What follows belongs to an exercise in optimizing a design on an open flow for small area, a short achievable clock period and few clock cycles; a production flow would make more cautious choices.
Only simulation tests tie the RTL to the original design; equivalence was not proved.
Power and IR drop assume default switching activity.

==> design.v <==
module LCD_CTRL (
  input              clk,
  input              reset,
  input        [3:0] cmd,
  input              cmd_valid,
  input        [7:0] IROM_Q,
  output logic       IROM_rd,
  output logic [5:0] IROM_A,
  output logic       IRAM_valid,
  output logic [7:0] IRAM_D,
  output logic [5:0] IRAM_A,
  output logic       busy,
  output logic       done
);
  logic [7:0]  img [64];
  logic [63:0] vld;
  logic [2:0] x, y;           
  logic [1:0] ra, rb, ca, cb;
  logic [1:0] dra, drb, dca, dcb;   
  logic       dirty;                
  logic [7:0] W [4];          
  logic [3:0] Wv;             
  logic [3:0] rl;             
  logic       pend;           
  logic       is_alu;         
  logic [1:0] alu_op;         
  logic [3:0] from1;          
  logic       wr_act;         
  logic [3:0] rs [2], cs [2];
  logic [5:0] wa [4];
  always_comb
    for (int k = 0; k < 4; k++)
      wa[k] = {k[1] ? rb : ra, k[1], k[0] ? cb : ca, k[0]};
  logic [7:0] L  [4];
  logic [3:0] LV;
  always_comb
    for (int k = 0; k < 4; k++) begin
      L[k]  = 8'd0;
      LV[k] = 1'b0;
      for (int q = 0; q < 16; q++)
        if (rs[k / 2][q / 4] && cs[k % 2][q % 4]) begin
          L[k]  = L[k]  | img[(q / 4) * 16 + (k / 2) * 8 + (q % 4) * 2 + k % 2];
          LV[k] = LV[k] | vld[(q / 4) * 16 + (k / 2) * 8 + (q % 4) * 2 + k % 2];
        end
    end
  logic ready, exec, ldst, hit, is_avg;
  assign is_avg = is_alu && alu_op == 2'd2;
  assign ready = &Wv;
  assign exec  = pend & ready;
  assign ldst  = IROM_rd & !wr_act;
  logic [1:0] ik;
  assign ik  = {IROM_A[3], IROM_A[0]};
  assign hit = ldst && (IROM_A[5:4] == (IROM_A[3] ? rb : ra)) &&
                       (IROM_A[2:1] == (IROM_A[0] ? cb : ca)) &&
                       !(rl[ik] ? LV[ik] : Wv[ik]);
  logic [3:0] ldhit;
  always_comb
    for (int k = 0; k < 4; k++) ldhit[k] = hit && (ik == 2'(k));
  function automatic logic ge8(input logic [7:0] a, input logic [7:0] b);
    logic [7:0] g, p;
    logic [3:0] g2, p2;
    logic [1:0] g4, p4;
    for (int i = 0; i < 8; i++) begin
      g[i] = a[i] & ~b[i];
      p[i] = a[i] | ~b[i];
    end
    for (int i = 0; i < 4; i++) begin
      g2[i] = g[2*i+1] | (p[2*i+1] & g[2*i]);
      p2[i] = p[2*i+1] & p[2*i];
    end
    for (int i = 0; i < 2; i++) begin
      g4[i] = g2[2*i+1] | (p2[2*i+1] & g2[2*i]);
      p4[i] = p2[2*i+1] & p2[2*i];
    end
    ge8 = g4[1] | (p4[1] & (g4[0] | p4[0]));
  endfunction
  logic c01, c02, c03, c12, c13, c23;   
  assign c01 = ge8(W[0], W[1]);
  assign c02 = ge8(W[0], W[2]);
  assign c03 = ge8(W[0], W[3]);
  assign c12 = ge8(W[1], W[2]);
  assign c13 = ge8(W[1], W[3]);
  assign c23 = ge8(W[2], W[3]);
  logic [3:0] mx, mn;
  assign mx[0] =  c01 &  c02 &  c03;
  assign mx[1] = !c01 &  c12 &  c13;
  assign mx[2] = !c02 & !c12 &  c23;
  assign mx[3] = !c03 & !c13 & !c23;
  assign mn[0] = !c01 & !c02 & !c03;
  assign mn[1] =  c01 & !c12 & !c13;
  assign mn[2] =  c02 &  c12 & !c23;
  assign mn[3] =  c03 &  c13 &  c23;
  logic [9:0] sum;
  logic [7:0] avg;
  assign sum = 10'(W[0]) + 10'(W[1]) + 10'(W[2]) + 10'(W[3]);
  assign avg = sum[9:2];
  logic [3:0] s;
  always_comb
    for (int i = 0; i < 4; i++)
      s[i] = (alu_op == 2'd0) ? mx[i] : (alu_op == 2'd1) ? mn[i] : 1'b0;
  logic [7:0] wb [4];
  always_comb
    for (int k = 0; k < 4; k++) begin
      wb[k] = is_avg ? avg : 8'd0;
      for (int i = 0; i < 4; i++)
        if ((is_alu && s[i]) ||
            (!is_alu && i == (k ^ 1) && from1[k]) ||
            (!is_alu && i == (k ^ 2) && !from1[k]))
          wb[k] = wb[k] | W[i];
    end
  always_ff @(posedge clk)
    for (int k = 0; k < 4; k++)
      if (exec)          W[k] <= wb[k];
      else if (ldhit[k]) W[k] <= IROM_Q;
      else if (rl[k])    W[k] <= L[k];
  logic [3:0] nWv;
  always_comb
    for (int k = 0; k < 4; k++)
      nWv[k] = ldhit[k] | (rl[k] ? LV[k] : Wv[k]);
  always_ff @(posedge clk or posedge reset)
    if (reset) Wv <= 4'd0;
    else Wv <= nWv;
  for (genvar p = 0; p < 64; p++) begin : g_pix
    localparam int R = p / 8, C = p % 8, KC = (R % 2) * 2 + (C % 2);
    logic wen;
    assign wen = dirty && ((R % 2) ? (R / 2 == drb) : (R / 2 == dra)) &&
                          ((C % 2) ? (C / 2 == dcb) : (C / 2 == dca));
    always_ff @(posedge clk)
      if (wen) img[p] <= W[KC];
    always_ff @(posedge clk or posedge reset)
      if (reset) vld[p] <= 1'b0;
      else if (hit && IROM_A == 6'(p)) vld[p] <= 1'b1;
  end
  logic       acc, is_wr, is_data, wr_start;
  logic [15:0] c;            
  always_comb
    for (int i = 0; i < 16; i++) c[i] = (cmd == 4'(i));
  assign acc      = cmd_valid & !busy;
  assign is_wr    = c[0] | c[12] | c[13] | c[14] | c[15];
  assign is_data  = |c[11:5];
  assign wr_start = acc & is_wr;
  logic       mu, md, ml, mr;       
  assign mu = acc && c[1] && y != 3'd1;
  assign md = acc && c[2] && y != 3'd7;
  assign ml = acc && c[3] && x != 3'd1;
  assign mr = acc && c[4] && x != 3'd7;
  logic [2:0] ym1, yp1, xm1, xp1, ym2, xm2;
  assign ym1 = y - 3'd1;
  assign yp1 = y + 3'd1;
  assign ym2 = y - 3'd2;
  assign xm1 = x - 3'd1;
  assign xp1 = x + 3'd1;
  assign xm2 = x - 3'd2;
  logic [2:0] nx, ny;
  logic [1:0] nra, nrb, nca, ncb;
  logic [3:0] nrl;
  logic [5:0] na;
  always_comb begin
    nx  = x;
    ny  = y;
    nra = ra;
    nrb = rb;
    nca = ca;
    ncb = cb;
    nrl = 4'd0;
    na  = 6'd0;
    if (mu) begin
      ny  = ym1;
      nra = ym1[2:1];
      nrb = ym2[2:1];
      nrl = y[0] ? 4'b1100 : 4'b0011;
      na  = {ym2, ca, 1'b0};
    end
    if (md) begin
      ny  = yp1;
      nra = yp1[2:1];
      nrb = y[2:1];
      nrl = y[0] ? 4'b0011 : 4'b1100;
      na  = {yp1, ca, 1'b0};
    end
    if (ml) begin
      nx  = xm1;
      nca = xm1[2:1];
      ncb = xm2[2:1];
      nrl = x[0] ? 4'b1010 : 4'b0101;
      na  = {ra, 1'b0, xm2};
    end
    if (mr) begin
      nx  = xp1;
      nca = xp1[2:1];
      ncb = x[2:1];
      nrl = x[0] ? 4'b0101 : 4'b1010;
      na  = {ra, 1'b0, xp1};
    end
  end
  logic       cw_cls;
  logic [3:0] nfrom1;
  assign cw_cls = c[9] ^ x[0] ^ y[0];
  always_comb
    for (int k = 0; k < 4; k++)
      nfrom1[k] = c[11] | ((c[8] | c[9]) & ((k[1] == k[0]) ^ cw_cls));
  logic spec, fast, nwr;
  assign fast = wr_start & spec & !vld[0];
  assign nwr  = wr_start | (wr_act & (IROM_A != 6'd63));
  logic [5:0] nrd, wpix;
  assign nrd  = (wr_start & !fast) ? 6'd0 : IROM_A + 6'd1;
  assign wpix = wr_act ? IROM_A + 6'd1 : {5'd0, spec & !vld[0]};
  function automatic logic [3:0] oh(input logic [1:0] v);
    oh = 4'b1 << v;
  endfunction
  always_ff @(posedge clk) begin
    rs[0] <= mu ? oh(ym1[2:1]) : md ? oh(yp1[2:1]) : (ml | mr) ? oh(ra) : oh(wpix[5:4]);
    rs[1] <= mu ? oh(ym2[2:1]) : md ? oh(y[2:1])   : (ml | mr) ? oh(rb) : oh(wpix[5:4]);
    cs[0] <= ml ? oh(xm1[2:1]) : mr ? oh(xp1[2:1]) : (mu | md) ? oh(ca) : oh(wpix[2:1]);
    cs[1] <= ml ? oh(xm2[2:1]) : mr ? oh(x[2:1])   : (mu | md) ? oh(cb) : oh(wpix[2:1]);
  end
  logic npend;
  assign npend   = acc ? is_data : (pend & !exec);
  always_ff @(posedge clk or posedge reset)
    if (reset) begin
      x      <= 3'd4;
      y      <= 3'd4;
      ra     <= 2'd2;
      rb     <= 2'd1;
      ca     <= 2'd2;
      cb     <= 2'd1;
      dirty  <= 1'b0;
      rl     <= 4'd0;
      pend   <= 1'b0;
      wr_act <= 1'b0;
    end else begin
      x      <= nx;
      y      <= ny;
      ra     <= nra;
      rb     <= nrb;
      ca     <= nca;
      cb     <= ncb;
      dirty  <= exec | hit;
      rl     <= nrl;
      wr_act <= nwr;
      pend   <= npend;
    end
  always_ff @(posedge clk) begin
    dra   <= ra;
    drb   <= rb;
    dca   <= ca;
    dcb   <= cb;
    if (acc) begin
      is_alu <= c[5] | c[6] | c[7];
      alu_op <= {c[7], c[6]};
      from1  <= nfrom1;
    end
  end
  logic [3:0] need;
  assign need = ~nWv;
  logic mv;
  assign mv = mu | md | ml | mr;
  always_ff @(posedge clk or posedge reset)
    if (reset) begin
      IROM_rd <= 1'b0;
      spec    <= 1'b0;
    end else begin
      IROM_rd <= (wr_start | wr_act) ? nwr : 1'b1;
      spec    <= !(wr_start | wr_act | mv) & !(|need);
    end
  always_ff @(posedge clk)
    if (wr_start | wr_act) IROM_A <= nrd;
    else if (mv)           IROM_A <= na;
    else if (need[0])      IROM_A <= wa[0];
    else if (need[1])      IROM_A <= wa[1];
    else if (need[2])      IROM_A <= wa[2];
    else if (need[3])      IROM_A <= wa[3];
    else                   IROM_A <= 6'd0;
  logic [1:0] wk;
  logic       inwin, pv;
  logic [7:0] pd;
  assign wk    = {IROM_A[3], IROM_A[0]};
  assign inwin = (IROM_A == wa[wk]);
  assign pv    = inwin ? Wv[wk] : LV[wk];
  assign pd    = inwin ? W[wk] : L[wk];
  always_ff @(posedge clk or posedge reset)
    if (reset) begin
      IRAM_valid <= 1'b0;
      done       <= 1'b0;
      busy       <= 1'b0;
    end else begin
      IRAM_valid <= wr_act | fast;
      done       <= IRAM_valid && !wr_act;
      busy       <= nwr | IRAM_valid | (npend & !(&nWv));
    end
  always_ff @(posedge clk) begin
    IRAM_A <= IROM_A;
    IRAM_D <= (pv & !fast) ? pd : IROM_Q;
  end
endmodule
==> flow/run.sh <==
#!/bin/bash
# Standard layout, with plain port buffers and timing repair aiming past the clock period.
set -euo pipefail
bash standard.sh SETUP_SLACK_MARGIN=8.4 "BUFFER_PORTS_ARGS=-buffer_cell sky130_fd_sc_hd__buf_4" finish > make.log 2>&1
==> standard.sh <==
#!/bin/bash
# synth_recipe.tcl (not shown) runs the flow's synth.tcl, then flattens the netlist and writes it again
# the make line also repeats each setting of config.mk as NAME=value (left out here)
make -C /OpenROAD-flow-scripts/flow DESIGN_CONFIG=/design/flow/config.mk WORK_HOME=/design/flow/orfs CLKGATE_MAP_FILE= SYNTH_SCRIPT=/design/flow/synth_recipe.tcl "${@:-finish}"
==> config.mk <==
export PLATFORM = sky130hd
export DESIGN_NAME = LCD_CTRL
export DESIGN_NICKNAME = LCD_CTRL
export VERILOG_FILES = /design/flow/design.v
export SDC_FILE = /design/flow/constraint.sdc
export NUM_CORES = 8
export LEC_CHECK = 0
export CAP_MARGIN = 20
export CORE_MARGIN = 2
export CORE_UTILIZATION = 50
export CTS_CLUSTER_DIAMETER = 120
export CTS_CLUSTER_SIZE = 25
export SLEW_MARGIN = 20
export TNS_END_PERCENT = 50
==> constraint.sdc <==
create_clock -name core_clock -period 12.0 [get_ports {clk}]
set_input_delay 2.4000 -clock core_clock [delete_from_list [all_inputs] [get_ports {clk}]]
set_output_delay 2.4000 -clock core_clock [all_outputs]
set_load 0.01 [all_outputs]
==> results of run 1 <==
-- logic make-up after synthesis --
family / after synthesis / share of synthesized area
flip-flops: 683 / 0.653
buffers and inverters: 229 / 0.0295
AND/OR/NAND/NOR: 468 / 0.0723
AO/OA/AOI/OAI: 646 / 0.168
multiplexers: 98 / 0.0420
XOR/XNOR: 20 / 0.00583
adder cells (fa/ha/maj): 63 / 0.0300
-- metal layers --
metal / wire, µm / track usage / vias to the layer above / share of wire
met5: 0 / 0 / - / 0
met2: 42900 / 0.454 / 1134 / 0.46
li1: - / - / 8839 / -
met3: 8780 / 0.0485 / 172 / 0.094
met1: 37100 / 0.409 / 10500 / 0.40
met4: 4260 / 0.115 / 0 / 0.046
-- stage by stage --
stage | util | instances
floorplan | - | 2207
global placement | 0.524 | 2908
detailed placement | 0.525 | 2908
CTS | 0.552 | 3015
global route | 0.559 | 3051
finish | 0.559 | 3052
-- worst min path at each step --
stage	cells past startpoint	startpoint	endpoint
after floorplan	0	IROM_A[2]	IRAM_A[2]
after global placement	1	vld[15]	vld[15]
after detailed placement	1	vld[54]	vld[54]
after CTS	0	IROM_A[1]	IRAM_A[1]
after global routing	0	IROM_A[1]	IRAM_A[1]
final	0	IROM_A[1]	IRAM_A[1]
-- timing repair --
item	CTS	global route
cloned	6	0
buffers inserted	44	33
endpoints found under the setup margin	178	117
resized for setup	61	18
pin swaps	14	13
-- flip-flops by register name, summed over array words and instances, names as in the netlist, 2 cells and up --
name    cells
img       512
vld        64
W          32
IRAM_D      8
cs          8
rs          8
IRAM_A      6
IROM_A      6
Wv          4
rl          4
x           3
alu_op      2
cb          2
dca         2
dcb         2
dra         2
drb         2
from1       2
ra          2
rb          2
-- synth_stat cells, types with 28 or more instances --
cell,number
clkbuf_1,115
inv_1,70
nor2_1,196
a22oi_1,117
o21ai_0,53
edfxtp_1,549
o22ai_1,43
dfrtp_1,86
ha_1,43
a21oi_1,71
a41oi_1,28
mux2i_1,47
a22o_1,57
a41o_1,32
a222oi_1,88
dfxtp_1,44
a31o_2,33
mux2_2,32
nand2_1,105
-- report_power, final --
group | switching [µW] | internal [µW]
registers | 255 | 2870
logic | 1820 | 1140
clock network | 730 | 498
-- final cells by class --
class,count,share of cell area
diodes,2,0.000151
clock buffers,55,0.0262
clock inverters,2,0.000870
inverters,75,0.00900
multi-input cells,1295,0.294
flip-flops and latches,683,0.594
well taps,773,0.0292
repair buffers,167,0.0461
-- worst max-delay path, cell delays in order, from the launching register on --
cell      delay (ps)
edfxtp_1         450
buf_12           160
fa_1             520
fa_2             450
nor3b_4          170
fa_2             370
a21o_1           200
a21oi_2          140
o21bai_1         100
a21oi_2          160
buf_4            140
xnor2_2          110
o21ai_2          120
nor2_1           170
a41oi_1          120
-- placed cells by master, fill, tap and decap left out, types with 16 or more instances in the layout --
cell type,instances
a21oi_1,66
a222oi_1,88
a22o_1,57
a22oi_1,117
a31o_2,33
a31oi_1,16
a41o_1,32
a41oi_1,27
buf_4,142
clkbuf_1,24
clkbuf_16,31
dfrtp_1,86
dfxtp_1,28
edfxtp_1,549
ha_1,43
inv_1,67
mux2_2,32
mux2i_1,47
mux4_2,17
nand2_1,102
nand2b_1,21
nand3_1,25
nor2_1,188
nor2b_1,17
o211ai_1,18
o21ai_0,47
o22ai_1,43
or2_2,17
==> results.yml, run 1 <==
status:
  status: "no timing/DRC/antenna violations"
timing:
  slew_violations: 0
  fmax_mhz: 274
  holdWs_ps: 468
  setup_viol: 0
  rsz0062_at_grt: "yes"
  fin_crit_sh: 0.305
  fin_setup_tns_ps: 0
  worstMarginPinSlew_ps: 1200
  slew-limit-headroom: 0.199
  hold_viol: 0
  setup_ws_ps: 8350
  post-route-min-period_ps: 3650
  clock_skew_ps: 28.6
clock_tree:
  numCtsBuffers: 31
  cts_root_buf: "clkbuf_16"
  clk_pin_slew_worst_paths_ps: 110
  ctsHoldBuffers: 0
  cts_sinks: 683
  htree_levels: 1
  clk_latency_ps: 640
  cts_tree: "yes"
  clock_path_buffers: 3
job:
  cap_violations: 0
place:
  detailedPlace.worstSlack_ps: 6860
  place.port_buffers: 38
  place_area_mm2: 0.0311
  hpwl_mm: 57.0
  place.gp.congestion: 0.919
logic_synthesis:
  synth-async-reset-ratio: 0.132
  netlist-cell-type-count: 83
  syn_inst: 2207
  syn_nets: 2281
  ys_seq_area_frac: 0.653
  synth-edff-count: 549
  synth_area_mm2: 0.0301
  synth_top_area_share: 0.548
  ys_seq_elements: 683
  yosys.area.top_type: "edfxtp_1"
  postSynthAreaPerCell_um2: 13.6
  yosys_warnings: 8
  synth_flop_cell: "edfxtp_1"
  synthTopCellsByArea: "edfxtp_1 (55%), dfrtp_1 (7.2%), a222oi_1 (2.9%), dfxtp_1 (2.9%), a22oi_1 (2.9%)"
setup_path:
  required_ps: 12370
  ff2ff_setup_slack_ps: 8350
  crit_type: "flop to flop"
  cp_max_fo: 4
  critPathLaunchType: "flop"
  worstRegToRegCells: 14
  r2r-end: "W[0][5]"
  arrival_ps: 4030
  r2r-start: "W[1][1]"
  cp-endpoint: "W[0][5]"
  critPathCaptureType: "flop"
  cp-startpoint: "W[1][1]"
route:
  routedWlPerCell_um: 30.5
  ant_nets: 0
  drt_iter0_markers: 2915
  vias: 20700
  post_drt_via_cell_ratio: 6.77
  drc: 0
  wirelength_mm: 93.1
  firstDrtPassIters: 8
power:
  vdd_drop_max_uv: 146
  total_power_uw: 7310
  p_leak_uw: 0.0118
  power_density_mw_per_mm2: 221
layout:
  drive_gt1_frac: 0.165
  n_fill_cell: 4793
  multi_input_area_mm2: 0.00974
  seq_area_mm2: 0.0197
  nNetsFinal: 2327
  syn_to_final_growth_pct: 10.1
  stdcell_area_mm2: 0.0331
floorplanning:
  start_util: 0.507
  rows: 89
  fp.dieH_um: 249
  core_area_mm2: 0.0592
  num_io_pins: 39
  die_area_mm2: 0.0621
  die_w_um: 249
global_routing:
  grt_pass1_wl_mm: 134
  grt_overflow_total: 0
  grt_pass1_vias: 19800
  antenna_found_initial: 1
  grt_start_max_net_pins: 75
  grtUsageTotal: 0.291
hold_path:
  min_path_type: "flop to flop"
Testbench counts, summed over its fixed seeds: cycles 5,572.
==> run 2: changes to the inputs <==
--- a/config.mk
+++ b/config.mk
@@ -12,3 +12,2 @@
 export CTS_CLUSTER_SIZE = 25
 export SLEW_MARGIN = 20
-export TNS_END_PERCENT = 50
==> results.yml, run 2 <==
timing:
  slew_violations: 0
  fmax_mhz: 275
  clock_skew_ps: 50.0
  fin_crit_sh: 0.303
  setup_ws_ps: 8360
  worstMarginPinSlew_ps: 1190
  fin_setup_tns_ps: 0
  post-route-min-period_ps: 3640
  slew-limit-headroom: 0.199
  setup_viol: 0
  rsz0062_at_grt: "yes"
  hold_viol: 0
logic_synthesis:
  netlist_top_cells_count: "edfxtp_1 (549), nor2_1 (196), a22oi_1 (117)"
  yosysMostFrequentCell: "edfxtp_1"
  synth-edff-count: 549
  synth-async-reset-ratio: 0.132
  syn_nets: 2281
  yosys_warnings: 8
  yosys.area.top_type: "edfxtp_1"
  netlist-cell-type-count: 83
  synth_area_mm2: 0.0301
  synth_flop_cell: "edfxtp_1"
  synth_top_area_share: 0.548
  syn_inst: 2207
  ys_seq_elements: 683
  synthTopCellsByArea: "edfxtp_1 (55%), dfrtp_1 (7.2%), a222oi_1 (2.9%), dfxtp_1 (2.9%), a22oi_1 (2.9%)"
  postSynthAreaPerCell_um2: 13.6
  ys_seq_area_frac: 0.653
route:
  vias: 20700
  routedWlPerCell_um: 30.6
  drt_iter0_markers: 2969
  top_layer_used: "met5"
  firstDrtPassIters: 8
  ant_nets: 0
  post_drt_via_cell_ratio: 6.81
  drc: 0
  drt-met1-wl_mm: 37.3
  wl_met3_mm: 8.71
  wirelength_mm: 93.1
  wl_met2_mm: 43.2
layout:
  final_common_cell: "edfxtp_1"
  instances_no_fill: 3041
  drive_gt1_frac: 0.166
  largest_register: "img"
  antenna_cells: 0
  largest_register_ffs: 512
  syn_to_final_growth_pct: 9.98
  nNetsFinal: 2317
  mostFrequentLayoutCells: "edfxtp_1 (549), nor2_1 (189), buf_4 (127), a22oi_1 (117), nand2_1 (102)"
  reg_top3: "img: 512 flops, vld: 64 flops, W: 32 flops"
  final_core_util: 0.558
setup_path:
  critPathLaunchType: "flop"
  cp_max_fo: 2
  crit_chain: "buf_12 -> buf_6"
  crit_slowest_cell: "dfxtp_4"
  arrival_ps: 1240
  critPathTopFamily: "flip-flops"
  critPathBufInv: 2
  ff2ff_setup_slack_ps: 8410
  critical_path_depth: 2
  critPathCaptureType: "output pin"
  required_ps: 9600
  crit_type: "flop to output pin"
  worstRegToRegCells: 14
  max_stage_delay_ps: 370
clock_tree:
  cts_sinks: 683
  cts_root_buf: "clkbuf_16"
  numCtsBuffers: 31
  clk_latency_ps: 670
  cts_tree: "yes"
  ctsHoldBuffers: 0
  clock_path_buffers: 3
  htree_levels: 1
  clk_pin_slew_worst_paths_ps: 110
floorplanning:
  die_area_mm2: 0.0621
  core_area_mm2: 0.0592
  start_util: 0.507
  fp.dieH_um: 249
  rows: 89
  num_io_pins: 39
  die_w_um: 249
place:
  dp.cells: 2908
  hpwl_mm: 57.7
  place.gp.congestion: 0.930
  detailedPlace.worstSlack_ps: 7410
  place.port_buffers: 38
hold_path:
  min_path_type: "flop to flop"
  min_path_cells: 1
job:
  cap_violations: 0
global_routing:
  grt_start_max_net_pins: 71
  grt_pass1_vias: 20000
  antenna_found_initial: 2
  grt_pass1_wl_mm: 136
  grt_overflow_total: 0
  grtUsageTotal: 0.293
power:
  p_leak_uw: 0.0118
  vdd_drop_max_uv: 153
  power_density_mw_per_mm2: 222
status:
  status: "no timing/DRC/antenna violations"
run 2: logic make-up (layout without fill, tap and decap cells):
family                   after synthesis  in the layout  share of synthesized area
multiplexers                          98             98                     0.0420
adder cells (fa/ha/maj)               63             63                     0.0300
XOR/XNOR                              20             20                    0.00583
AO/OA/AOI/OAI                        646            646                      0.168
buffers and inverters                229            290                     0.0295
AND/OR/NAND/NOR                      468            468                     0.0723
flip-flops                           683            683                      0.653
run 2: power breakdown:
| part | switching, µW | internal (µW) |
|---|---|---|
| combinational | 1860 | 1140 |
| sequential | 225 | 2870 |
| clock | 737 | 500 |
run 2: metal layers:
metal / up-vias / GRT usage
met5: - / 0
met4: 2 / 0.104
met3: 182 / 0.0436
met2: 1174 / 0.468
met1: 10500 / 0.413
li1: 8815 / -
run 2: timing repair:
action / in CTS / in global routing
setup endpoints to repair: 164 / 60
pin swaps: 10 / 18
buffers inserted: 50 / 16
resized for setup: 53 / 19
cloned: 6 / 0
run 2: layout make-up:
| cell class | count | area, µm² |
|---|---|---|
| fill | 4763 | 26200 |
| timing repair buffer | 157 | 1470 |
| inverter | 75 | 290 |
| multi-input combinational | 1295 | 9760 |
| clock inverter | 2 | 36.3 |
| tap | 773 | 967 |
| clock buffer | 56 | 870 |
| sequential | 683 | 19700 |
run 2: worst register-to-register path: stages (launching register included):
cell and delay, ps:
edfxtp_1 450, buf_12 160, fa_2 540, fa_1 420, nor3b_2 180, fa_2 350
a21o_1 190, a21oi_2 140, o21bai_1 100, a21oi_2 180, o21ai_1 70, a21oi_1 160
o21ai_2 100, nor2_2 140, a41oi_2 140
run 2: metrics by stage:
step | hold slack (ps) | cell area [µm²] | power (µW)
final | 469 | 33100 | 7330
after global routing | 484 | 33100 | 7630
after detailed placement | 455 | 31200 | 5840
after CTS | 474 | 32800 | 7250
after floorplan | 392 | 30200 | 4830
after global placement | 447 | 31200 | 5820
run 2: worst paths after layout:
check / to / start
min: vld[30] / vld[30]
max: IROM_A[4] / IROM_A[4]
max reg2reg: W[3][7] / W[1][1]
max in group asynchronous: ra[0] / reset
min reg2reg: vld[30] / vld[30]
min in group asynchronous: vld[26] / reset
==> run 3: changes to the inputs <==
--- a/config.mk
+++ b/config.mk
@@ -11,3 +11,4 @@
 export CTS_CLUSTER_DIAMETER = 120
 export CTS_CLUSTER_SIZE = 25
+export GPL_TIMING_DRIVEN = 0
 export SLEW_MARGIN = 20
==> results.yml, run 3 <==
timing:
  fin_crit_sh: 0.304
  slew_violations: 0
  post-route-min-period_ps: 3640
  slew-limit-headroom: 0.211
  setup_viol: 0
  fmax_mhz: 274
  fin_setup_tns_ps: 0
  worstMarginPinSlew_ps: 1180
  holdWs_ps: 394
  rsz0062_at_grt: "yes"
  clock_skew_ps: 23.1
  setup_ws_ps: 8360
  hold_viol: 0
logic_synthesis:
  netlist-cell-type-count: 83
  yosysMostFrequentCell: "edfxtp_1"
  synth_area_mm2: 0.0301
  netlist_top_cells_count: "edfxtp_1 (549), nor2_1 (196), a22oi_1 (117)"
  synth-async-reset-ratio: 0.132
  postSynthAreaPerCell_um2: 13.6
  synth-edff-count: 549
  ys_seq_area_frac: 0.653
  synth_flop_cell: "edfxtp_1"
  syn_inst: 2207
  synthTopCellsByArea: "edfxtp_1 (55%), dfrtp_1 (7.2%), a222oi_1 (2.9%), dfxtp_1 (2.9%), a22oi_1 (2.9%)"
  yosys_warnings: 8
  yosys.area.top_type: "edfxtp_1"
  synth_top_area_share: 0.548
  syn_nets: 2281
  ys_seq_elements: 683
layout:
  largest_register_ffs: 512
  syn_to_final_growth_pct: 11.8
  mostFrequentLayoutCells: "edfxtp_1 (549), nor2_1 (181), buf_4 (129), a22oi_1 (116), nand2_1 (104)"
  nNetsFinal: 2460
  reg_top3: "img: 512 flops, vld: 64 flops, W: 32 flops"
  final_common_cell: "edfxtp_1"
  drive_gt1_frac: 0.180
  largest_register: "img"
setup_path:
  cp_max_fo: 14
  r2r-start: "W[1][1]"
  crit_slowest_cell: "a21boi_4"
  max_stage_delay_ps: 270
  r2r-end: "W[0][7]"
  critPathTopFamily: "compound AO/OA/AOI/OAI gates"
  required_ps: 12510
  critPathCaptureType: "flop"
  critPathBufInv: 4
  worstRegToRegCells: 13
  crit_type: "primary input to flop"
  crit_chain: "buf_4 -> nor2b_4 -> clkbuf_8 -> a21boi_4 -> and3b_2 -> inv_1 -> o211ai_1 -> buf_4 -> nand2_1 -> o21ai_1"
  arrival_ps: 4150
  ff2ff_setup_slack_ps: 8400
  crit_top_cell: "buf_4"
  critPathLaunchType: "primary input"
global_routing:
  grt_start_max_net_pins: 34
  antenna_found_initial: 10
  grt_pass1_wl_mm: 148
  grtUsageTotal: 0.330
  grt_pass1_vias: 20700
  grt_overflow_total: 0
floorplanning:
  die_area_mm2: 0.0621
  die_w_um: 249
  start_util: 0.507
  core_area_mm2: 0.0592
  rows: 89
  fp.dieH_um: 249
  num_io_pins: 39
place:
  hpwl_mm: 70.1
  place.port_buffers: 37
  place.gp.congestion: 0.920
  detailedPlace.worstSlack_ps: 7180
job:
  cap_violations: 0
status:
  status: "no timing/DRC/antenna violations"
route:
  wirelength_mm: 105
  firstDrtPassIters: 8
  drc: 0
  drt_iter0_markers: 3997
  vias: 21900
  ant_nets: 0
  routedWlPerCell_um: 32.8
  post_drt_via_cell_ratio: 6.87
clock_tree:
  clock_path_buffers: 3
  cts_tree: "yes"
  clk_latency_ps: 650
  cts_root_buf: "clkbuf_16"
  ctsHoldBuffers: 0
  clk_pin_slew_worst_paths_ps: 100
  cts_sinks: 683
  htree_levels: 1
  numCtsBuffers: 31
hold_path:
  min_path_type: "flop to flop"
  hold_path_end: "IRAM_A[3]"
  hold_start: "IROM_A[3]"
  min_path_cells: 0
power:
  power_density_mw_per_mm2: 229
  vdd_drop_max_uv: 158
  p_leak_uw: 0.0121
[run 3: area by class of cell]
type / instances / area [µm²]
Inverter: 75 / 287
Tap cell: 773 / 967
Sequential cell: 683 / 19600
Fill cell: 4818 / 25600
Buffer: 154 / 731
Timing Repair Buffer: 146 / 1190
Clock inverter: 2 / 36.3
Antenna cell: 3 / 7.51
Multi-Input combinational cell: 1295 / 9850
Clock buffer: 56 / 880
[run 3: how the worst max path moves through the flow]
stage	from	endpoint	slack [ps]	depth (start not counted)
2_1_floorplan	cmd_valid	IROM_A[2]	8210	8
3_3_place_gp	cmd[3]	IRAM_D[0]	7200	10
3_5_place_dp	cmd[3]	IRAM_D[0]	7180	10
4_1_cts	IROM_rd	IROM_rd	8330	1
5_1_grt	W[1][1]	W[0][7]	8290	13
6_report	cmd_valid	IRAM_D[3]	8360	10
[run 3: logic make-up after synthesis]
group / after synthesis / synth area share
muxes: 98 / 0.0420
and+or+nand+nor: 468 / 0.0723
DFF: 683 / 0.653
adders and majority gates: 63 / 0.0300
buffers and inverters: 229 / 0.0295
AOI/OAI and AO/OA: 646 / 0.168
xor gates and xnor gates: 20 / 0.00583
[run 3: repair_timing]
item | CTS | global route
cloned | 0 | 1
resized for setup | 66 | 51
endpoints found under the setup margin | 71 | 118
pin swaps | 19 | 28
endpoints found under the hold margin | 0 | 0
setup buffers | 63 | 41
[run 3: through the flow]
step | instance area (µm²) | utilization | cells | total power (µW)
2_1_floorplan | 30200 | - | 2207 | 4830
3_3_place_gp | 31500 | 0.531 | 3017 | 6060
3_5_place_dp | 31600 | 0.533 | 3021 | 6090
4_1_cts | 33100 | 0.559 | 3142 | 7480
5_1_grt | 33600 | 0.567 | 3184 | 7940
6_report | 33600 | 0.567 | 3187 | 7690
[run 3: layer usage]
layer  part of all wire  GRT usage  vias up
met4              0.043      0.115        8
met2               0.44      0.498     1457
met1               0.39      0.457    11100
met5            0.00044          0        -
li1                   -          -     9119
met3               0.13     0.0953      233
[run 3: power breakdown]
| group | internal (µW) | switching (µW) |
|---|---|---|
| logic | 1150 | 2240 |
| registers | 2860 | 198 |
| clock network | 506 | 735 |
| total | 4520 | 3170 |
==> run 4: changes to the inputs <==
--- a/config.mk
+++ b/config.mk
@@ -11,4 +11,4 @@
 export CTS_CLUSTER_DIAMETER = 120
 export CTS_CLUSTER_SIZE = 25
-export GPL_TIMING_DRIVEN = 0
+export GPL_ROUTABILITY_DRIVEN = 0
 export SLEW_MARGIN = 20
==> results.yml, run 4 <==
status:
  status: "no timing/DRC/antenna violations"
logic_synthesis:
  yosys_warnings: 8
  synth_area_mm2: 0.0301
  syn_inst: 2207
  netlist_top_cells_count: "edfxtp_1 (549), nor2_1 (196), a22oi_1 (117)"
  yosysMostFrequentCell: "edfxtp_1"
  synth_flop_cell: "edfxtp_1"
  syn_nets: 2281
  synthTopCellsByArea: "edfxtp_1 (55%), dfrtp_1 (7.2%), a222oi_1 (2.9%), dfxtp_1 (2.9%), a22oi_1 (2.9%)"
  ys_seq_area_frac: 0.653
  postSynthAreaPerCell_um2: 13.6
  synth-async-reset-ratio: 0.132
  yosys.area.top_type: "edfxtp_1"
  ys_seq_elements: 683
  synth_top_area_share: 0.548
  synth-edff-count: 549
  netlist-cell-type-count: 83
route:
  vias: 20700
  drc: 0
  drt_iter0_markers: 2976
  wirelength_mm: 93.8
  firstDrtPassIters: 9
  routedWlPerCell_um: 30.7
  ant_nets: 0
  post_drt_via_cell_ratio: 6.77
timing:
  setup_viol: 0
  post-route-min-period_ps: 3670
  fmax_mhz: 273
  fin_crit_sh: 0.306
  rsz0062_at_grt: "yes"
  slew-limit-headroom: 0.228
  fin_setup_tns_ps: 0
  clock_skew_ps: 34.2
  hold_viol: 0
  slew_violations: 0
  worstMarginPinSlew_ps: 1150
place:
  place_area_mm2: 0.0312
  hpwl_mm: 57.7
  place.port_buffers: 38
floorplanning:
  fp.dieH_um: 249
  start_util: 0.507
  die_area_mm2: 0.0621
  core_area_mm2: 0.0592
  rows: 89
  die_w_um: 249
  num_io_pins: 39
setup_path:
  cp-startpoint: "W[1][1]"
  critPathCaptureType: "flop"
  cp_max_fo: 4
  critPathLaunchType: "flop"
  crit_type: "flop to flop"
  r2r-start: "W[1][1]"
  required_ps: 12370
  arrival_ps: 4040
layout:
  largest_register_ffs: 512
  stdcell_area_mm2: 0.0332
  drive_gt1_frac: 0.172
  largest_register: "img"
  syn_to_final_growth_pct: 10.4
  reg_top3: "img: 512 flops, vld: 64 flops, W: 32 flops"
  mostFrequentLayoutCells: "edfxtp_1 (549), nor2_1 (185), buf_4 (142), a22oi_1 (117), nand2_1 (102)"
  nNetsFinal: 2331
  final_common_cell: "edfxtp_1"
clock_tree:
  cts_sinks: 683
  cts_tree: "yes"
  clock_path_buffers: 3
  clk_pin_slew_worst_paths_ps: 110
  htree_levels: 1
  cts_root_buf: "clkbuf_16"
  clk_latency_ps: 660
  numCtsBuffers: 31
global_routing:
  antenna_found_initial: 4
  grt_overflow_total: 0
  grtUsageTotal: 0.294
  grt_pass1_wl_mm: 136
  grt_start_max_net_pins: 66
  grt_pass1_vias: 19700
hold_path:
  hold_start: "vld[44]"
  min_path_type: "flop to flop"
power:
  power_density_mw_per_mm2: 222
  p_leak_uw: 0.0119
  vdd_drop_max_uv: 148
  total_power_uw: 7360
job:
  cap_violations: 0
==> run 4: layout make-up <==
| type | count | area [µm²] |
|---|---|---|
| fill | 4777 | 26000 |
| sequential | 683 | 19700 |
| multi-input combinational | 1295 | 9810 |
| timing repair buffer | 171 | 1550 |
| tap | 773 | 967 |
| clock buffer | 54 | 862 |
| inverter | 75 | 290 |
| clock inverter | 3 | 55.1 |
| antenna | 1 | 2.50 |
==> run 4: final timing paths <==
kind,to,slack [ps],cells past startpoint
max in group asynchronous,rb[1],8930,3
worst max-delay path,W[2][5],8330,14
worst max register to register,W[2][5],8330,14
worst min register to register,vld[44],470,1
min in group asynchronous,vld[61],1920,2
worst min-delay path,vld[44],470,1
==> run 4: cells by family after synthesis <==
kind of cell	synth area share
flops	0.653
compound gates	0.168
simple gates	0.0723
buf+inv	0.0295
mux	0.0420
fa+ha+maj	0.0300
xor+xnor	0.00583
==> run 4: metal layers <==
metal  part of all wire  GRT usage  vias up
li1                   -          -     8849
met1               0.40      0.409    10500
met2               0.47      0.471     1135
met3              0.092     0.0473      215
met4              0.046      0.108        4
met5            0.00025          0        -
==> run 4: what timing repair did <==
action                                  CTS  global route
hold endpoints to repair                  0             0
hold buffers                              0             0
pin swaps                                16            20
endpoints found under the setup margin  160           129
gates resized for setup                  47            24
gates cloned                              5             0
setup buffers                            51            32
==> run 4: report_power, final <==
part	internal (µW)	switching, µW	total [µW]
Clock	516	731	1250
Combinational	1150	1880	3020
Sequential	2870	223	3090
Total	4530	2830	7360
==> run 4: critical path, cell delays in order, from the launching register on <==
cell and delay [ps]:
edfxtp_1 440, buf_12 150, fa_2 560, fa_2 450, nor3b_4 170, fa_2 350
a21o_1 180, a21oi_2 140, o21bai_1 130, a21oi_2 180, buf_4 160, xnor2_4 120
o21ai_4 100, nor2_1 130, a41oi_1 140
==> run 4: per-stage QoR <==
| stage | worst slack [ps] | hold WS, ps | utilization | cells |
|---|---|---|---|---|
| 2_1_floorplan | 8210 | 392 | - | 2207 |
| 3_3_place_gp | 7520 | 448 | 0.526 | 2906 |
| 3_5_place_dp | 7480 | 454 | 0.526 | 2908 |
| 4_1_cts | 8250 | 424 | 0.554 | 3021 |
| 5_1_grt | 8210 | 486 | 0.560 | 3055 |
| 6_report | 8330 | 469 | 0.560 | 3055 |
==> run 5: changes to the inputs <==
--- a/config.mk
+++ b/config.mk
@@ -9,6 +9,6 @@
 export CORE_MARGIN = 2
 export CORE_UTILIZATION = 50
+export CTS_BUF_LIST = sky130_fd_sc_hd__clkbuf_8 sky130_fd_sc_hd__clkbuf_16
 export CTS_CLUSTER_DIAMETER = 120
 export CTS_CLUSTER_SIZE = 25
-export GPL_ROUTABILITY_DRIVEN = 0
 export SLEW_MARGIN = 20
==> results.yml, run 5 <==
timing:
  clock_skew_ps: 44.4
  worstMarginPinSlew_ps: 1140
  setup_viol: 0
  post-route-min-period_ps: 3640
  hold_viol: 0
  fin_crit_sh: 0.303
  setup_ws_ps: 8360
  fin_setup_tns_ps: 0
  rsz0062_at_grt: "yes"
  slew-limit-headroom: 0.230
  fmax_mhz: 275
  slew_violations: 0
layout:
  antenna_cells: 0
  mostFrequentLayoutCells: "edfxtp_1 (549), nor2_1 (189), buf_4 (127), a22oi_1 (117), nand2_1 (102)"
  largest_register_ffs: 512
  syn_to_final_growth_pct: 9.98
  final_common_cell: "edfxtp_1"
  largest_register: "img"
  nNetsFinal: 2317
  reg_top3: "img: 512 flops, vld: 64 flops, W: 32 flops"
  drive_gt1_frac: 0.166
power:
  vdd_drop_max_uv: 153
  p_leak_uw: 0.0119
  power_density_mw_per_mm2: 221
setup_path:
  critPathLaunchType: "flop"
  r2r-start: "W[1][1]"
  required_ps: 9600
  ff2ff_setup_slack_ps: 8420
  worstRegToRegCells: 14
  critPathCaptureType: "output pin"
  crit_type: "flop to output pin"
  cp_max_fo: 2
  r2r-end: "W[3][7]"
  arrival_ps: 1240
place:
  detailedPlace.worstSlack_ps: 7410
  hpwl_mm: 57.7
  place.port_buffers: 38
  place.gp.congestion: 0.930
hold_path:
  hold_start: "vld[30]"
  min_path_cells: 1
  min_path_type: "flop to flop"
  hold_path_end: "vld[30]"
logic_synthesis:
  synth_area_mm2: 0.0301
  postSynthAreaPerCell_um2: 13.6
  netlist_top_cells_count: "edfxtp_1 (549), nor2_1 (196), a22oi_1 (117)"
  syn_nets: 2281
  synthTopCellsByArea: "edfxtp_1 (55%), dfrtp_1 (7.2%), a222oi_1 (2.9%), dfxtp_1 (2.9%), a22oi_1 (2.9%)"
  ys_seq_elements: 683
  ys_seq_area_frac: 0.653
  synth_top_family_by_area: "compound AO/OA/AOI/OAI gates"
  syn_inst: 2207
  synth_fa_ha_area_frac: 0.0300
  synthMuxAreaShare: 0.0420
  netlist-cell-type-count: 83
  synth_top_area_share: 0.548
  yosys.area_share.xor_xnor: 0.00583
  synth_compound_area_frac: 0.168
  yosysMostFrequentCell: "edfxtp_1"
  synth_flop_cell: "edfxtp_1"
  yosys.area_share.simple: 0.0723
  synth-async-reset-ratio: 0.132
  yosys_warnings: 8
  yosys.area.top_type: "edfxtp_1"
  synth-edff-count: 549
route:
  wirelength_mm: 93.1
  routedWlPerCell_um: 30.6
  drt_iter0_markers: 2779
  post_drt_via_cell_ratio: 6.82
  ant_nets: 0
  vias: 20700
  drc: 0
  firstDrtPassIters: 8
clock_tree:
  clk_latency_ps: 670
  clk_pin_slew_worst_paths_ps: 110
  cts_root_buf: "clkbuf_16"
  cts_sinks: 683
  ctsHoldBuffers: 0
  numCtsBuffers: 31
  clock_path_buffers: 3
  htree_levels: 1
  cts_tree: "yes"
floorplanning:
  die_area_mm2: 0.0621
  core_area_mm2: 0.0592
  start_util: 0.507
  die_w_um: 249
  num_io_pins: 39
  rows: 89
  fp.dieH_um: 249
global_routing:
  antenna_found_initial: 2
  grtUsageTotal: 0.293
  grt_pass1_vias: 20000
  grt_start_max_net_pins: 71
  grt_overflow_total: 0
  grt_pass1_wl_mm: 136
job:
  cap_violations: 0
status:
  status: "no timing/DRC/antenna violations"
==> run 5: cell counts after synthesis <==
Identical to the previous run, type by type.
==> run 5: timing repair <==
action,CTS,global route
gates resized for setup,52,20
setup endpoints to repair,164,61
pin swaps,10,19
setup buffers,49,17
gates cloned,6,0
==> run 5: power by group <==
group / switching (µW) / internal (µW) / leakage, µW
registers: 226 / 2870 / 0.00651
clock network: 738 / 479 / 0.000532
logic: 1860 / 1140 / 0.00484
==> run 5: kinds of logic (layout without fill, tap and decap cells) <==
family	after synthesis	after routing
flops	683	683
compound gates	646	646
simple gates	468	468
buf+inv	229	290
mux	98	98
fa+ha+maj	63	63
xor+xnor	20	20
==> run 5: critical path, cell delays in order, from the launching register on <==
cell and delay (ps):
dfxtp_4 370, buf_12 120, buf_6 110
==> run 5: routing by layer <==
layer / share of wire / global-route usage / wire [µm] / vias to the layer above
met5: 0.00020 / 0 / 19 / -
li1: - / - / - / 8814
met3: 0.091 / 0.0412 / 8490 / 186
met4: 0.042 / 0.105 / 3880 / 2
met1: 0.40 / 0.414 / 37500 / 10500
met2: 0.46 / 0.467 / 43200 / 1192
==> run 5: final cells by class <==
type | instances | area (µm²)
Tap cell | 773 | 967
Clock buffer | 31 | 776
Fill cell | 4764 | 26200
Multi-Input combinational cell | 1295 | 9760
Clock inverter | 27 | 130
Inverter | 75 | 290
Sequential cell | 683 | 19700
Timing Repair Buffer | 157 | 1470
==> run 5: through the flow <==
| step | utilization | power, µW | instance area (µm²) | hold slack, ps | instances |
|---|---|---|---|---|---|
| finish | 0.558 | 7310 | 33100 | 468 | 3041 |
| global route | 0.558 | 7600 | 33100 | 484 | 3041 |
| CTS | 0.554 | 7230 | 32800 | 420 | 3021 |
| detailed placement | 0.526 | 5840 | 31200 | 455 | 2908 |
| global placement | 0.526 | 5820 | 31200 | 447 | 2908 |
| floorplan | - | 4830 | 30200 | 392 | 2207 |
==> run 5: worst max path at each step <==
stage	start	endpoint	slack, ps	cells after the start
global route	W[1][1]	W[3][7]	8290	14
detailed placement	cmd_valid	IROM_A[2]	7410	8
global placement	cmd_valid	IROM_A[2]	7430	9
finish	IROM_A[4]	IROM_A[4]	8360	2
floorplan	cmd_valid	IROM_A[2]	8210	8
CTS	IROM_A[1]	IROM_A[1]	8340	1
==> run 6: changes to the inputs <==
==> flow/run.sh (replaced) <==
#!/bin/bash
# Standard layout, with plain port buffers and timing repair aiming past the clock period.
set -euo pipefail
bash standard.sh SETUP_SLACK_MARGIN=8.4 "BUFFER_PORTS_ARGS=-buffer_cell sky130_fd_sc_hd__buf_2" finish > make.log 2>&1
--- a/config.mk
+++ b/config.mk
@@ -9,5 +9,4 @@
 export CORE_MARGIN = 2
 export CORE_UTILIZATION = 50
-export CTS_BUF_LIST = sky130_fd_sc_hd__clkbuf_8 sky130_fd_sc_hd__clkbuf_16
 export CTS_CLUSTER_DIAMETER = 120
 export CTS_CLUSTER_SIZE = 25
==> results.yml, run 6 <==
logic_synthesis:
  netlist_top_cells_count: "edfxtp_1 (549), nor2_1 (196), a22oi_1 (117)"
  synth-async-reset-ratio: 0.132
  ys_seq_area_frac: 0.653
  syn_nets: 2281
  syn_inst: 2207
  yosys_warnings: 8
  yosys.area.top_type: "edfxtp_1"
  synth_top_area_share: 0.548
  ys_seq_elements: 683
  synth_flop_cell: "edfxtp_1"
  synth_area_mm2: 0.0301
  synth-edff-count: 549
  postSynthAreaPerCell_um2: 13.6
  synthTopCellsByArea: "edfxtp_1 (55%), dfrtp_1 (7.2%), a222oi_1 (2.9%), dfxtp_1 (2.9%), a22oi_1 (2.9%)"
  netlist-cell-type-count: 83
  yosysMostFrequentCell: "edfxtp_1"
global_routing:
  grt_util_met1: 0.413
  grt-busiest-layer: "met2"
  use_met3: 0.0387
  grt_start_max_net_pins: 66
  grtUsageTotal: 0.293
  antenna_found_initial: 3
  grt_pass1_vias: 19700
  grt_pass1_wl_mm: 135
  grt_use_met2: 0.467
  grt_overflow_total: 0
timing:
  fmax_mhz: 274
  setup_viol: 0
  fin_setup_tns_ps: 0
  fin_crit_sh: 0.304
  post-route-min-period_ps: 3650
  clock_skew_ps: 34.0
  slew-limit-headroom: 0.187
  hold_viol: 0
  worstMarginPinSlew_ps: 1220
  slew_violations: 0
  rsz0062_at_grt: "yes"
  setup_ws_ps: 8350
setup_path:
  cp-endpoint: "IROM_A[4]"
  ff2ff_setup_slack_ps: 8370
  critical_path_depth: 2
  max_stage_delay_ps: 370
  worstRegToRegCells: 12
  crit_type: "flop to output pin"
  crit_slowest_cell: "dfxtp_4"
  r2r-end: "W[0][3]"
  critPathTopFamily: "flip-flops"
  crit_chain: "buf_12 -> buf_6"
  critPathBufInv: 2
  r2r-start: "W[1][1]"
  arrival_ps: 1250
  cp_max_fo: 2
  critPathLaunchType: "flop"
  cp-startpoint: "IROM_A[4]"
  critPathCaptureType: "output pin"
  required_ps: 9600
job:
  cap_violations: 0
place:
  detailedPlace.worstSlack_ps: 7350
  hpwl_mm: 58.1
  place.gp.congestion: 0.937
  place_area_mm2: 0.0311
  place.port_buffers: 38
route:
  firstDrtPassIters: 10
  wirelength_mm: 93.2
  vias: 20700
  ant_nets: 0
  post_drt_via_cell_ratio: 6.83
  routedWlPerCell_um: 30.7
  drt_iter0_markers: 2792
  drc: 0
power:
  vdd_drop_max_uv: 147
  p_sw_uw: 2820
  p_int_uw: 4470
  power_density_mw_per_mm2: 221
  total_power_uw: 7290
  sequentialPowerShare: 0.428
  swShare: 0.386
  p_clk_frac: 0.170
  combPwrFrac: 0.402
  p_leak_uw: 0.0117
status:
  status: "no timing/DRC/antenna violations"
clock_tree:
  cts_tree: "yes"
  clock_path_buffers: 3
  clk_latency_ps: 650
  htree_levels: 1
  cts_root_buf: "clkbuf_16"
  clk_pin_slew_worst_paths_ps: 110
  numCtsBuffers: 31
  cts_sinks: 683
  ctsHoldBuffers: 0
floorplanning:
  die_area_mm2: 0.0621
  start_util: 0.507
  num_io_pins: 39
  fp.dieH_um: 249
  rows: 89
  die_w_um: 249
  core_area_mm2: 0.0592
layout:
  n_fill_cell: 4849
  syn_to_final_growth_pct: 9.49
  largest_register: "img"
  stdcell_area_mm2: 0.0329
  reg_top3: "img: 512 flops, vld: 64 flops, W: 32 flops"
  final_common_cell: "edfxtp_1"
  drive_gt1_frac: 0.164
  mostFrequentLayoutCells: "edfxtp_1 (549), nor2_1 (188), a22oi_1 (117), nand2_1 (101), buf_4 (92)"
  nNetsFinal: 2309
  largest_register_ffs: 512
hold_path:
  min_path_type: "flop to flop"
==> run 6: how the worst min path moves through the flow <==
stage               startpoint  depth (start not counted)   endpoint
detailed placement   IROM_A[0]                          0  IRAM_A[0]
global placement     IROM_A[0]                          0  IRAM_A[0]
CTS                  IROM_A[1]                          0  IRAM_A[1]
floorplan            IROM_A[2]                          0  IRAM_A[2]
finish               IROM_A[1]                          0  IRAM_A[1]
global route         IROM_A[1]                          0  IRAM_A[1]
==> run 6: cells by family after synthesis <==
kind of cell             Yosys count  share of synthesized area
adder cells (fa/ha/maj)           63                     0.0300
multiplexers                      98                     0.0420
buffers and inverters            229                     0.0295
AO/OA/AOI/OAI                    646                      0.168
flip-flops                       683                      0.653
AND/OR/NAND/NOR                  468                     0.0723
XOR/XNOR                          20                    0.00583
==> run 6: what timing repair did <==
item / CTS / global route
gates cloned: 6 / 0
setup buffers: 44 / 14
pin swaps: 19 / 21
resized for setup: 55 / 16
setup endpoints to repair: 165 / 71
==> run 6: per-layer routing <==
layer  vias up  share of wire
met5         -              0
met4         0          0.043
met3       186          0.088
met2      1197           0.47
met1     10500           0.40
li1       8806              -
==> run 6: cell type report <==
| type | instances | area (µm²) | area share |
|---|---|---|---|
| inverters | 75 | 288 | 0.00874 |
| clock inverters | 2 | 40.0 | 0.00122 |
| repair buffers | 149 | 1300 | 0.0396 |
| multi-input cells | 1295 | 9780 | 0.297 |
| well taps | 773 | 967 | 0.0294 |
| diodes | 1 | 2.50 | 0.0000760 |
| clock buffers | 56 | 870 | 0.0264 |
| flip-flops and latches | 683 | 19700 | 0.598 |
==> run 6: power groups by stage <==
stage | sequential [µW] | combinational (µW) | clock (µW)
after detailed placement | 3210 | 2610 | 0
after global placement | 3200 | 2600 | 0
final | 3120 | 2930 | 1240
after floorplan | 3070 | 1760 | 0
after CTS | 3120 | 2840 | 1250
after global routing | 3140 | 3110 | 1330
==> run 6: through the flow <==
| stage | utilization | hold WS (ps) | instances |
|---|---|---|---|
| 4_1_cts | 0.552 | 422 | 3018 |
| 2_1_floorplan | - | 392 | 2207 |
| 6_report | 0.556 | 419 | 3034 |
| 3_3_place_gp | 0.525 | 425 | 2910 |
| 3_5_place_dp | 0.525 | 433 | 2910 |
| 5_1_grt | 0.556 | 441 | 3034 |
==> run 7: changes to the inputs <==
==> flow/run.sh (replaced) <==
#!/bin/bash
# Standard layout, with plain port buffers and timing repair aiming past the clock period.
set -euo pipefail
bash standard.sh SETUP_SLACK_MARGIN=8.5 "BUFFER_PORTS_ARGS=-buffer_cell sky130_fd_sc_hd__buf_4" finish > make.log 2>&1
==> results.yml, run 7 <==
status:
  status: "no timing/DRC/antenna violations"
timing:
  slew-limit-headroom: 0.208
  clock_skew_ps: 30.0
  worstMarginPinSlew_ps: 1190
  holdWs_ps: 473
  hold_viol: 0
  fin_crit_sh: 0.303
  fmax_mhz: 275
  rsz0062_at_grt: "yes"
  fin_setup_tns_ps: 0
  setup_viol: 0
  slew_violations: 0
  post-route-min-period_ps: 3630
layout:
  final_common_cell: "edfxtp_1"
  syn_to_final_growth_pct: 10.9
  stdcell_area_mm2: 0.0333
  reg_top3: "img: 512 flops, vld: 64 flops, W: 32 flops"
  largest_register: "img"
  nNetsFinal: 2336
  drive_gt1_frac: 0.181
  seq_area_mm2: 0.0197
  largest_register_ffs: 512
  mostFrequentLayoutCells: "edfxtp_1 (549), nor2_1 (186), buf_4 (128), a22oi_1 (117), nand2_1 (101)"
  instances_no_fill: 3061
  multi_input_area_mm2: 0.00986
  n_fill_cell: 4835
power:
  vdd_drop_max_uv: 134
  total_power_uw: 7360
  power_density_mw_per_mm2: 221
  p_leak_uw: 0.0119
place:
  place.gp.congestion: 0.957
  place.port_buffers: 38
  hpwl_mm: 58.4
  place_area_mm2: 0.0312
  dp.cells: 2908
route:
  drt_iter0_markers: 2806
  firstDrtPassIters: 9
  wirelength_mm: 94.4
  ant_nets: 0
  routedWlPerCell_um: 30.8
  post_drt_via_cell_ratio: 6.76
  vias: 20700
  drc: 0
global_routing:
  grt_pass1_vias: 19700
  grt_start_max_net_pins: 66
  antenna_found_initial: 1
  grtUsageTotal: 0.296
  grt_pass1_wl_mm: 136
  grt_overflow_total: 0
floorplanning:
  die_w_um: 249
  die_area_mm2: 0.0621
  start_util: 0.507
  rows: 89
  num_io_pins: 39
  fp.dieH_um: 249
  core_area_mm2: 0.0592
setup_path:
  worstRegToRegCells: 14
  r2r-end: "W[0][7]"
  critPathCaptureType: "output pin"
  critical_path_depth: 2
  critPathLaunchType: "flop"
  crit_type: "flop to output pin"
  cp-startpoint: "IROM_A[5]"
  crit_chain: "buf_12 -> buf_6"
  cp_max_fo: 2
  required_ps: 9600
  critPathBufInv: 2
  ff2ff_setup_slack_ps: 8390
  arrival_ps: 1230
  r2r-start: "W[1][1]"
  critPathTopFamily: "flip-flops"
  crit_slowest_cell: "dfxtp_4"
  cp-endpoint: "IROM_A[5]"
  max_stage_delay_ps: 370
logic_synthesis:
  postSynthAreaPerCell_um2: 13.6
  synth_area_mm2: 0.0301
  yosys.area.top_type: "edfxtp_1"
  yosys.area_share.simple: 0.0723
  synth_top_family_by_area: "compound AO/OA/AOI/OAI gates"
  synth_top_area_share: 0.548
  netlist_top_cells_count: "edfxtp_1 (549), nor2_1 (196), a22oi_1 (117)"
  syn_inst: 2207
  ys_seq_area_frac: 0.653
  synth-edff-count: 549
  yosys_warnings: 8
  yosys.area_share.xor_xnor: 0.00583
  synthTopCellsByArea: "edfxtp_1 (55%), dfrtp_1 (7.2%), a222oi_1 (2.9%), dfxtp_1 (2.9%), a22oi_1 (2.9%)"
  synthMuxAreaShare: 0.0420
  synth_flop_cell: "edfxtp_1"
  yosysMostFrequentCell: "edfxtp_1"
  synth_fa_ha_area_frac: 0.0300
  synth_compound_area_frac: 0.168
  syn_nets: 2281
  ys_seq_elements: 683
  netlist-cell-type-count: 83
  synth-async-reset-ratio: 0.132
clock_tree:
  clk_pin_slew_worst_paths_ps: 110
  cts_root_buf: "clkbuf_16"
  htree_levels: 1
  cts_sinks: 683
  clk_latency_ps: 650
  numCtsBuffers: 31
  clock_path_buffers: 3
  cts_tree: "yes"
job:
  cap_violations: 0
hold_path:
  hold_start: "vld[4]"
  min_path_type: "flop to flop"
## run 7: cell types whose count changed in the layout (fill, tap and decap cells not counted), moves of 4 or more
cell     delta
dfxtp_2     +7
o21ai_1     +5
buf_2      -32
buf_4      +36
dfxtp_1     -9
o21ai_0     -4
buf_6      +22
## run 7: stage by stage
step	setup slack (ps)	utilization
floorplan	8210	-
global placement	7380	0.526
detailed placement	7340	0.526
CTS	8350	0.557
global route	8230	0.563
finish	8370	0.563
## run 7: per-layer routing
metal | track usage | vias up | share of wire
met5 | 0 | - | 0.00017
met2 | 0.478 | 1204 | 0.47
met3 | 0.0433 | 171 | 0.094
li1 | - | 8853 | -
met4 | 0.0878 | 2 | 0.035
met1 | 0.418 | 10500 | 0.40
## run 7: cell families (layout without fill, tap and decap cells)
| logic type | after synthesis | count (layout) |
|---|---|---|
| mux | 98 | 98 |
| fa+ha+maj | 63 | 63 |
| buf+inv | 229 | 308 |
| xor+xnor | 20 | 20 |
| simple gates | 468 | 469 |
| flops | 683 | 683 |
| other cells | 0 | 1 |
| compound gates | 646 | 646 |
## run 7: timing repair
item                                    CTS  global route
pin swaps                                24            15
hold buffers                              0             0
gates cloned                              4             1
resized for setup                        80            24
buffers inserted                         61            27
endpoints found under the setup margin  187           155
## run 7: final cells by class
class	count	share of cell area
Sequential cell	683	0.590
Clock inverter	2	0.00120
Timing Repair Buffer	175	0.0490
Tap cell	773	0.0290
Inverter	75	0.00871
Antenna cell	1	0.0000750
Multi-Input combinational cell	1296	0.296
Clock buffer	56	0.0261
## run 7: worst register-to-register path: stages, from the launching register on
cell and delay [ps]:
edfxtp_1 440, buf_12 160, fa_1 530, fa_2 450, nor3b_4 170, fa_2 340
a21o_1 200, a21oi_2 150, o21bai_1 90, a21oi_2 160, o21ai_1 90, a21oi_2 140
o21ai_2 100, nor2_1 160, a41oi_1 140
## run 7: power breakdown
group          internal [µW]  leakage, µW  switching (µW)
sequential              2870      0.00651             234
clock                    502     0.000431             735
combinational           1150      0.00494            1870
total                   4530       0.0119            2840
## run 7: worst min-delay path by stage
stage | end | slack [ps] | cells after the start
detailed placement | IRAM_A[0] | 400 | 0
floorplan | IRAM_A[2] | 390 | 0
global placement | IRAM_A[0] | 400 | 0
CTS | vld[4] | 480 | 1
finish | vld[4] | 470 | 1
global route | vld[47] | 490 | 1
==> run 8: changes to the inputs <==
==> flow/run.sh (replaced) <==
#!/bin/bash
# Standard layout with plain port buffers, timing repair aiming past the
# clock period, and adders left to ABC instead of full-adder cells.
set -euo pipefail
bash standard.sh SETUP_SLACK_MARGIN=8.4 "BUFFER_PORTS_ARGS=-buffer_cell sky130_fd_sc_hd__buf_4" ADDER_MAP_FILE= finish > make.log 2>&1
==> results.yml, run 8 <==
power:
  total_power_uw: 6750
  power_density_mw_per_mm2: 198
  vdd_drop_max_uv: 147
  p_leak_uw: 0.0120
layout:
  largest_register: "img"
  antenna_cells: 0
  reg_top3: "img: 512 flops, vld: 64 flops, W: 32 flops"
  nNetsFinal: 2397
  syn_to_final_growth_pct: 11.7
  n_fill_cell: 4936
  stdcell_area_mm2: 0.0340
  final_common_cell: "edfxtp_1"
  mostFrequentLayoutCells: "edfxtp_1 (549), nor2_1 (195), buf_4 (158), a22oi_1 (124), nand2_1 (103)"
  instances_no_fill: 3189
  drive_gt1_frac: 0.175
  largest_register_ffs: 512
job:
  cap_violations: 0
clock_tree:
  clk_latency_ps: 660
  numCtsBuffers: 31
  clock_path_buffers: 3
  htree_levels: 1
  cts_root_buf: "clkbuf_16"
  cts_tree: "yes"
  clk_pin_slew_worst_paths_ps: 110
  cts_sinks: 683
setup_path:
  ff2ff_setup_slack_ps: 8490
  critPathCaptureType: "flop"
  crit_type: "primary input to flop"
  r2r-end: "IRAM_D[6]"
  critPathLaunchType: "primary input"
  required_ps: 12560
  arrival_ps: 4510
  r2r-start: "cs[1][0]"
  worstRegToRegCells: 9
  cp_max_fo: 5
timing:
  fmax_mhz: 253
  holdWs_ps: 447
  fin_setup_tns_ps: 0
  fin_crit_sh: 0.329
  worstMarginPinSlew_ps: 1120
  post-route-min-period_ps: 3950
  clock_skew_ps: 23.3
  rsz0062_at_grt: "yes"
  setup_viol: 0
  slew-limit-headroom: 0.249
  hold_viol: 0
  slew_violations: 0
global_routing:
  grt_overflow_total: 0
  antenna_found_initial: 2
  grt_pass1_wl_mm: 142
  grt_start_max_net_pins: 78
  grt_pass1_vias: 20400
  grtUsageTotal: 0.304
logic_synthesis:
  netlist_top_cells_count: "edfxtp_1 (549), nor2_1 (207), clkbuf_1 (126)"
  yosys.area.top_type: "edfxtp_1"
  ys_seq_elements: 683
  synth_top_area_share: 0.541
  syn_inst: 2332
  postSynthAreaPerCell_um2: 13.1
  synth-async-reset-ratio: 0.132
  yosysMostFrequentCell: "edfxtp_1"
  synth_flop_cell: "edfxtp_1"
  ys_seq_area_frac: 0.644
  synthTopCellsByArea: "edfxtp_1 (54%), dfrtp_1 (7.1%), a222oi_1 (3.3%), a22oi_1 (3.1%), dfxtp_1 (2.9%)"
  syn_nets: 2347
  yosys_warnings: 8
  synth-edff-count: 549
  synth_area_mm2: 0.0305
  netlist-cell-type-count: 97
route:
  top_layer_used: "met5"
  ant_nets: 0
  wl_met3_mm: 9.29
  routedWlPerCell_um: 30.6
  wirelength_mm: 97.7
  firstDrtPassIters: 6
  wl_met2_mm: 44.3
  drt-met1-wl_mm: 40.4
  drc: 0
  drt_iter0_markers: 2867
  vias: 21600
  post_drt_via_cell_ratio: 6.78
status:
  status: "no timing/DRC/antenna violations"
floorplanning:
  fp.dieH_um: 251
  start_util: 0.505
  core_area_mm2: 0.0604
  die_w_um: 251
  die_area_mm2: 0.0630
  num_io_pins: 39
  rows: 90
hold_path:
  hold_path_end: "IRAM_A[5]"
  hold_start: "IROM_A[5]"
  min_path_cells: 0
  min_path_type: "flop to flop"
place:
  place.port_buffers: 38
  place.gp.congestion: 0.905
  place_area_mm2: 0.0317
  hpwl_mm: 62.8
  dp.cells: 3034
run 8: cell count changes after synthesis, moves of 27 or more:
cell     delta
mux2i_1    +29
ha_1       -43
a22o_1     -41
a31o_2     -32
a21o_1     +36
maj3_1     +27
run 8: how the worst max path moves through the flow:
stage                 from        to  cells after the start
floorplan           cmd[3]  rs[0][3]                     12
global placement    cmd[3]  rs[0][3]                     11
detailed placement  cmd[3]  rs[0][3]                     11
CTS                 cmd[2]  rs[0][2]                     10
global route        cmd[2]  rs[0][3]                     11
finish              cmd[2]  rs[0][2]                     10
run 8: area by class of cell:
class	count	area (µm²)	share of cell area
clock buffers	55	866	0.0254
flip-flops and latches	683	19700	0.577
clock inverters	3	40.0	0.00118
repair buffers	192	1700	0.0498
multi-input cells	1402	10500	0.309
well taps	782	978	0.0287
inverters	72	302	0.00886
run 8: critical path: stages:
cell and delay, ps:
buf_8 100, or4b_4 520, or3_4 360, o21ai_4 220, buf_6 140, nor3_4 30
a21o_1 210, o211ai_1 150, o21ai_1 90, a221o_1 290
run 8: cells by family after synthesis:
group | after synthesis | synth area share
xor+xnor | 45 | 0.0148
fa+ha+maj | 31 | 0.0103
buf+inv | 247 | 0.0316
flops | 683 | 0.644
mux | 111 | 0.0445
compound gates | 683 | 0.171
simple gates | 532 | 0.0837
run 8: per-stage QoR:
| stage | utilization | setup WS (ps) |
|---|---|---|
| after floorplan | - | 7400 |
| after global placement | 0.525 | 6930 |
| after detailed placement | 0.525 | 6900 |
| after CTS | 0.554 | 8010 |
| after global routing | 0.564 | 7950 |
| final | 0.564 | 8050 |
run 8: what timing repair did:
item                                    CTS  global route
pin swaps                                25            29
hold endpoints to repair                  0             0
cloned                                    1             2
hold buffers                              0             0
resized for setup                        76            62
buffers inserted                         58            36
endpoints found under the setup margin  179           101
run 8: power by group:
part	total (µW)	switching (µW)	internal [µW]
Clock	1250	748	500
Combinational	2570	1620	947
Sequential	2940	206	2730
run 8: layer usage:
metal / vias to the layer above / track usage
li1: 9290 / -
met1: 11100 / 0.442
met2: 1114 / 0.473
met3: 163 / 0.0514
met4: 4 / 0.0861
met5: - / 0

==> port drivers added, routing unchanged <==
The results above use ideal ports. As a check the final layouts listed here were re-extracted and re-timed, cells and wires unchanged.
Step 1 (the two cells are an assumption about what drives the block):
set clk [get_ports {clk}]
set_driving_cell -lib_cell sky130_fd_sc_hd__clkbuf_16 $clk
set_driving_cell -lib_cell sky130_fd_sc_hd__buf_2 [delete_from_list [all_inputs] $clk]
Step 2 moves the port delays by t, midway between the first and last clock arrival at a register: inputs arrive t later, outputs are due t later. That takes back most of the time a late clock gives input paths.
Slacks: ideal / step 1 / step 2; pairs: ideal / step 1.
run	shift t [ns]	slack for setup (ns)	worst hold slack (ns)	worst setup path at the end
run 1	0.698	8.346 / 8.280 / 7.826	0.468 / 0.468 / 0.468	input to register
run 2	0.707	8.363 / 8.301 / 7.808	0.469 / 0.469 / 0.469	input to register
run 3	0.704	8.355 / 8.294 / 7.673	0.394 / 0.394 / 0.394	input to register
run 4	0.700	8.331 / 8.296 / 7.875	0.469 / 0.469 / 0.469	input to register
run 5	0.707	8.361 / 8.299 / 7.813	0.468 / 0.468 / 0.468	input to register
run 6	0.697	8.354 / 8.294 / 7.832	0.419 / 0.419 / 0.419	input to register
run 7	0.702	8.368 / 8.306 / 7.871	0.473 / 0.473 / 0.473	input to register
run 8	0.711	8.052 / 8.076 / 7.365	0.447 / 0.447 / 0.447	input to register
After both steps every run listed still meets setup and hold. For run 8, which loses most, drivers alone change the setup slack by +0.024 ns; drivers and shift together by -0.687 ns.
